This is an optimization exercise on Yosys and OpenROAD, whose aim is small area, not a production implementation. At most, simulation tests tie the RTL to the original design; equivalence was not proved. Power is estimated from default activity; no workload was simulated.

Setup of try-cedar:
Design clock_top_57, start of the top module:
module clock_top_57 (
    input           clk_50m_57,
    input   [7:0]   sw_57 ,
    input   [7:0]   key_57 ,
    output  [6:0]   seg_57,
    output  [7:0]   dig_57,
    output  [7:0]   led_57,
    output          bell_57
);
wire clk = clk_50m_57;
wire rst;
wire [7:0] kout;
wire [7:0] krise;
deshake1_57 #(.EDGE(1)) u_deshake0 (.clk_50m_57(clk), .rst_57(rst), .key_in_57(key_57[0]), .key_out_57(kout[0]), .key_rise_57(krise[0]));
deshake1_57 #(.EDGE(1)) u_deshake1 (.clk_50m_57(clk), .rst_57(rst), .key_in_57(key_57[1]), .key_out_57(kout[1]), .key_rise_57(krise[1]));
deshake1_57 #(.EDGE(1)) u_deshake2 (.clk_50m_57(clk), .rst_57(rst), .key_in_57(key_57[2]), .key_out_57(kout[2]), .key_rise_57(krise[2]));
deshake1_57 #(.EDGE(0)) u_deshake3 (.clk_50m_57(clk), .rst_57(rst), .key_in_57(key_57[3]), .key_out_57(kout[3]), .key_rise_57(krise[3]));
deshake1_57 #(.EDGE(0)) u_deshake4 (.clk_50m_57(clk), .rst_57(rst), .key_in_57(key_57[4]), .key_out_57(kout[4]), .key_rise_57(krise[4]));
  ...
export LEC_CHECK = 0
export CAP_MARGIN = 20
export CORE_MARGIN = 2
export CORE_UTILIZATION = 65
export SLEW_MARGIN = 20
create_clock -name core_clock -period 20.0 [get_ports {clk_50m_57}]
standard.sh (not shown) runs the stock make flow with config.mk's settings and CLKGATE_MAP_FILE= SYNTH_SCRIPT=/design/flow/synth_recipe.tcl, a recipe that flattens the netlist after the stock synthesis.
==> flow/flow/run.sh <==
#!/bin/bash
# Own layout flow: the standard ORFS flow (standard.sh) with three changes:
#  - synthesis maps all logic (no separate adder-cell mapping) with an area-oriented
#    ABC script (flow/abc_area.script).
#    Flip-flops are mapped before ABC runs, so the registers, their names and cell
#    types are exactly those of the standard synthesis;
#  - port buffers are the smallest buffer (buf_1) instead of clkdlybuf4s50_1;
#  - clock tree synthesis options (flow/cts_args.txt).
# Each tool's full output goes to the ORFS step logs under orfs/logs/ and the whole
# make output to flow_make.log in the folder the flow runs in.
set -euo pipefail
F="$(cd "$(dirname "${BASH_SOURCE[0]}")" && pwd)"
W="$(pwd)"
{
    printf 'proc abc {args} {\n'
    printf '  set i [lsearch -exact $args -script]\n'
    printf '  if {$i >= 0} { lset args [expr {$i + 1}] {%s} }\n' "$F/abc_area.script"
    printf '  puts "own flow: abc with %s"\n' "$F/abc_area.script"
    printf '  yosys abc {*}$args\n'
    printf '}\n'
    cat "$W/synth_recipe.tcl"
} > "$W/own_synth.tcl"
CTS="$(tr '\n' ' ' < "$F/cts_args.txt")"
bash "$W/standard.sh" \
    SYNTH_SCRIPT="$W/own_synth.tcl" \
    ADDER_MAP_FILE= \
    BUFFER_PORTS_ARGS="-buffer_cell sky130_fd_sc_hd__buf_1" \
    CTS_ARGS="$CTS" \
    finish > "$W/flow_make.log" 2>&1
==> flow/flow/abc_area.script <==
strash
dch -f
map -a
mfs2 -a
strash
dch -f
map -a
mfs2 -a
strash
dch -f
map -a
mfs2 -a
strash
dch -f
map -a
mfs2 -a
strash
dch -f
map -a
topo
==> flow/flow/cts_args.txt <==
-sink_clustering_enable -repair_clock_nets -buf_list sky130_fd_sc_hd__clkbuf_8 -sink_clustering_size 14 -sink_clustering_max_diameter 120 -dont_use_dummy_load
Having completed the whole flow, try-cedar delivered a layout that passed the timing, DRC and antenna checks.
#### Input delta (try-xenon over try-cedar)
# try-cedar
export LEC_CHECK = 0
export CAP_MARGIN = 20
export CORE_MARGIN = 2
export CORE_UTILIZATION = 65
export SLEW_MARGIN = 20
create_clock -name core_clock -period 20.0 [get_ports {clk_50m_57}]
# try-xenon
export LEC_CHECK = 0
export CAP_MARGIN = 20
export CORE_MARGIN = 2
export CORE_UTILIZATION = 40
export SLEW_MARGIN = 20
create_clock -name core_clock -period 20.0 [get_ports {clk_50m_57}]
--- a/flow/flow/abc_area.script
+++ b/flow/flow/abc_area.script
@@ -1,2 +1,5 @@
 strash
+&get -n
+&deepsyn -T 60
+&put
 dch -f
==> run notes <==
Summary: post-synthesis instance area, try-xenon better than try-cedar. Register area came out exactly the same in try-cedar and try-xenon. Sort try-cedar and try-xenon by layout overhead on the synthesized area asc -> top: try-cedar.
The following lists how try-harbor was set up differently from try-xenon:
# try-xenon
export LEC_CHECK = 0
export CAP_MARGIN = 20
export CORE_MARGIN = 2
export CORE_UTILIZATION = 40
export SLEW_MARGIN = 20
create_clock -name core_clock -period 20.0 [get_ports {clk_50m_57}]
# try-harbor
export LEC_CHECK = 0
export CAP_MARGIN = 10
export CORE_MARGIN = 2
export CORE_UTILIZATION = 40
export SLEW_MARGIN = 10
create_clock -name core_clock -period 20.0 [get_ports {clk_50m_57}]
--- a/flow/flow/abc_area.script
+++ b/flow/flow/abc_area.script
@@ -1,5 +1,2 @@
 strash
-&get -n
-&deepsyn -T 60
-&put
 dch -f
### Flow results
NOTE: count of non-CTS inverters in the layout in try-harbor falls short of that of try-xenon. Number of buffers and inverters on the critical path sits higher in try-harbor than in try-xenon. Comparing try-xenon and try-harbor, the lower clock period minus final worst setup slack is on try-xenon. try-xenon -> try-harbor: starting utilization of the core area flat. try-xenon -> try-harbor: net count of the mapped netlist increased by a few percent.
### try-harbor -> try-ember
# try-harbor
export LEC_CHECK = 0
export CAP_MARGIN = 10
export CORE_MARGIN = 2
export CORE_UTILIZATION = 40
export SLEW_MARGIN = 10
create_clock -name core_clock -period 20.0 [get_ports {clk_50m_57}]
# try-ember
export LEC_CHECK = 0
export CAP_MARGIN = 20
export CORE_MARGIN = 2
export CORE_UTILIZATION = 40
export SLEW_MARGIN = 20
create_clock -name core_clock -period 20.0 [get_ports {clk_50m_57}]
==> flow/flow/cts_args.txt <==
-sink_clustering_enable -repair_clock_nets -buf_list sky130_fd_sc_hd__clkbuf_8 -sink_clustering_size 12 -sink_clustering_max_diameter 100 -dont_use_dummy_load
==> run notes <==
- From try-harbor to try-ember the numbers moved as follows: total clock network power now sits higher; cell area power density higher; share of the clock period used by the worst path neither gained nor lost much; first-pass GRT wire length rose 570 µm.
- try-ember ended with more number of vias per cell than try-harbor.
For try-willow, these inputs were changed with respect to try-ember:
==> flow/flow/cts_args.txt <==
-sink_clustering_enable -repair_clock_nets -buf_list sky130_fd_sc_hd__clkbuf_8 -sink_clustering_size 12 -sink_clustering_max_diameter 100
[summary]
- Combinational fraction of design power in try-willow is 0.3 points below try-ember.
- try-willow vs try-ember, total power went up by about 1.2%.
- Between try-willow and try-ember, the fraction of layout instances using a drive strength above 1 figures differ only marginally.
- Setup WNS try-ember -> try-willow: better
- Compare try-willow and try-ember | clock power share higher: try-willow
- Comparing try-willow against try-ember, there is no change at all in total area of multi-input combinational cells.


clock_top_57, a different RTL version from the one above (not shown whole).
Size in the first run: ~2100 cells after synthesis, ~320 flip-flops, roughly 17000 um^2 of cells after synthesis.
Settings: LEC_CHECK=0, CAP_MARGIN=20, CORE_MARGIN=2, CORE_UTILIZATION=40, CTS_BUF_LIST=sky130_fd_sc_hd__clkbuf_16, CTS_CLUSTER_DIAMETER=150, CTS_CLUSTER_SIZE=25, SLEW_MARGIN=20; clock period 20.0 ns.
run.sh (not shown) runs the stock make flow with config.mk's settings and CLKGATE_MAP_FILE= SYNTH_SCRIPT=/design/flow/synth_recipe.tcl, a recipe that flattens the netlist after the stock synthesis.
Stock flow here: none of the scripts above is used.
Change:
--- a/flow/config.mk
+++ b/flow/config.mk
@@ -9,6 +9,5 @@
 export CORE_MARGIN = 2
 export CORE_UTILIZATION = 40
-export CTS_BUF_LIST = sky130_fd_sc_hd__clkbuf_16
-export CTS_CLUSTER_DIAMETER = 150
-export CTS_CLUSTER_SIZE = 25
+export CTS_BUF_LIST = sky130_fd_sc_hd__clkbuf_8
+export CTS_CLUSTER_SIZE = 10
 export SLEW_MARGIN = 20
After rerunning:
- The changed run finished clean
- design area grows by 3.5%
- via count goes up by 2.1%
- area after synthesis does not change
- total power is higher by 11%
- routed wire length is higher by 1.4%
- die area does not change
Change:
--- a/flow/config.mk
+++ b/flow/config.mk
@@ -9,5 +9,3 @@
 export CORE_MARGIN = 2
 export CORE_UTILIZATION = 40
-export CTS_BUF_LIST = sky130_fd_sc_hd__clkbuf_8
-export CTS_CLUSTER_SIZE = 10
 export SLEW_MARGIN = 20
Result:
- The changed run finished clean
- design area rises by 1.1%
- sequential power hardly moves
- via count came out lower by 0.75%
- wire length barely changes
- core utilization rose by 0.51 points
- area after synthesis does not change
- worst setup slack is better by 0.0082 ns
- power grows by 6.2%
- cell count falls by 1.2%
Change:
--- a/flow/config.mk
+++ b/flow/config.mk
@@ -9,3 +9,5 @@
 export CORE_MARGIN = 2
 export CORE_UTILIZATION = 40
+export CTS_BUF_LIST = sky130_fd_sc_hd__clkbuf_16
+export CTS_CLUSTER_SIZE = 20
 export SLEW_MARGIN = 20
Effect: The new run went through all stages and came out clean. Count of clock-buffer cells in the layout goes down by 14. Routed wire length barely changes. Via count hardly moves. Setup slack is worse by 0.036 ns. Global-route usage stays flat.
Function was not checked in any run of this note: the RTL went through the layout flow alone.


Another version of the RTL of clock_top_57 (not shown whole).
For scale: roughly 1600 cells after synthesis, ~330 flip-flops, about 41 I/O pins.
clock: 20.0 ns
lec_check: 0
cap_margin: 20
core_margin: 2
core_utilization: 40
slew_margin: 20
standard.sh (not shown) runs the stock make flow with config.mk's settings and CLKGATE_MAP_FILE= SYNTH_SCRIPT=/design/flow/synth_recipe.tcl, a recipe that flattens the netlist after the stock synthesis.
==> flow/flow/run.sh <==
#!/bin/bash
# Own layout flow: the standard ORFS flow (standard.sh) with three changes:
#  - synthesis maps all logic (no separate adder-cell mapping) with an area-oriented
#    ABC script (flow/abc_area.script: &deepsyn AIG optimisation, then repeated
#    area mapping with map -a and mfs2 resubstitution).
#    Flip-flops are mapped before ABC runs, so the registers, their names and cell
#    types are exactly those of the standard synthesis;
#  - port buffers are the smallest buffer (buf_1) instead of clkdlybuf4s50_1;
#    every input and output port still gets its own buffer;
#  - clock tree synthesis options (flow/cts_args.txt): clkbuf_8 buffers, clusters of
#    at most 16 sinks within 100 um, no dummy loads.
# Each tool's full output goes to the ORFS step logs under orfs/logs/ and the whole
# make output to flow_make.log in the folder the flow runs in.
set -euo pipefail
F="$(cd "$(dirname "${BASH_SOURCE[0]}")" && pwd)"
W="$(pwd)"
{
    printf 'proc abc {args} {\n'
    printf '  set i [lsearch -exact $args -script]\n'
    printf '  if {$i >= 0} { lset args [expr {$i + 1}] {%s} }\n' "$F/abc_area.script"
    printf '  puts "own flow: abc with %s"\n' "$F/abc_area.script"
    printf '  yosys abc {*}$args\n'
    printf '}\n'
    cat "$W/synth_recipe.tcl"
} > "$W/own_synth.tcl"
CTS="$(tr '\n' ' ' < "$F/cts_args.txt")"
bash "$W/standard.sh" \
    SYNTH_SCRIPT="$W/own_synth.tcl" \
    ADDER_MAP_FILE= \
    BUFFER_PORTS_ARGS="-buffer_cell sky130_fd_sc_hd__buf_1" \
    CTS_ARGS="$CTS" \
    finish > "$W/flow_make.log" 2>&1
==> flow/flow/abc_area.script <==
strash
&get -n
&deepsyn -T 60
&put
dch -f
map -a
mfs2 -a
strash
dch -f
map -a
mfs2 -a
strash
dch -f
map -a
mfs2 -a
strash
dch -f
map -a
mfs2 -a
strash
dch -f
map -a
topo
==> flow/flow/cts_args.txt <==
-sink_clustering_enable -repair_clock_nets -buf_list sky130_fd_sc_hd__clkbuf_8 -sink_clustering_size 16 -sink_clustering_max_diameter 100 -dont_use_dummy_load
Rerun with:
--- a/flow/flow/run.sh
+++ b/flow/flow/run.sh
@@ -10,3 +10,3 @@
 #  - clock tree synthesis options (flow/cts_args.txt): clkbuf_8 buffers, clusters of
-#    at most 16 sinks within 100 um, no dummy loads.
+#    at most 14 sinks, no dummy loads.
 # Each tool's full output goes to the ORFS step logs under orfs/logs/ and the whole
==> flow/flow/cts_args.txt (replaced) <==
-sink_clustering_enable -repair_clock_nets -buf_list sky130_fd_sc_hd__clkbuf_8 -sink_clustering_size 14 -sink_clustering_max_diameter 120 -dont_use_dummy_load
Via count shrinks by 0.62%.
Power grows by 0.91%.
Sequential power hardly moves.
Maximum frequency hardly moves.
Flip-flop and latch count stays the same.
Global-route usage stays flat.
Final area barely changes.
Non-clock buffer count stays the same.
Die area does not change.

## re-timing with driven ports
How much do the figures lean on ideal ports? The routed layouts below were timed once more, with nothing changed but the port constraints. Step 1: set_driving_cell puts a clkbuf_16 on clk_50m_57 and a buf_2 on each other input, an assumption about the parent block. Step 2, shift: input delay + t, output delay - t, t = (earliest + latest rising clock arrival at the registers) / 2. This alone moves slack from input paths to output paths. Three values: ideal, step 1, step 2; two values: the first two.
run	t, ns	setup slack, ns	clock arrival spread, ns
try-cedar	0.609	6.063 / 5.986 / 5.986	0.052 / 0.053
try-xenon	0.596	7.194 / 7.135 / 7.135	0.072 / 0.072
try-harbor	0.623	6.096 / 6.045 / 6.045	0.063 / 0.063
try-ember	0.651	6.096 / 6.047 / 6.047	0.054 / 0.054
try-willow	0.658	6.157 / 6.108 / 6.108	0.024 / 0.024
the first run of note 2	0.581	7.297 / 7.272 / 7.272	0.020 / 0.021
the second run of note 2	0.682	7.316 / 7.291 / 7.291	0.029 / 0.029
the third run of note 2	0.607	7.324 / 7.299 / 7.299	0.020 / 0.021
the fourth run of note 2	0.605	7.288 / 7.264 / 7.264	0.020 / 0.019
the first run of note 3	0.615	6.795 / 6.740 / 6.740	0.035 / 0.035
the second run of note 3	0.602	6.797 / 6.741 / 6.741	0.087 / 0.088
After both steps every run listed still meets setup and hold. The setup slack of try-cedar, which loses most, moves by -0.077 ns with the drivers and by -0.077 ns with both steps.
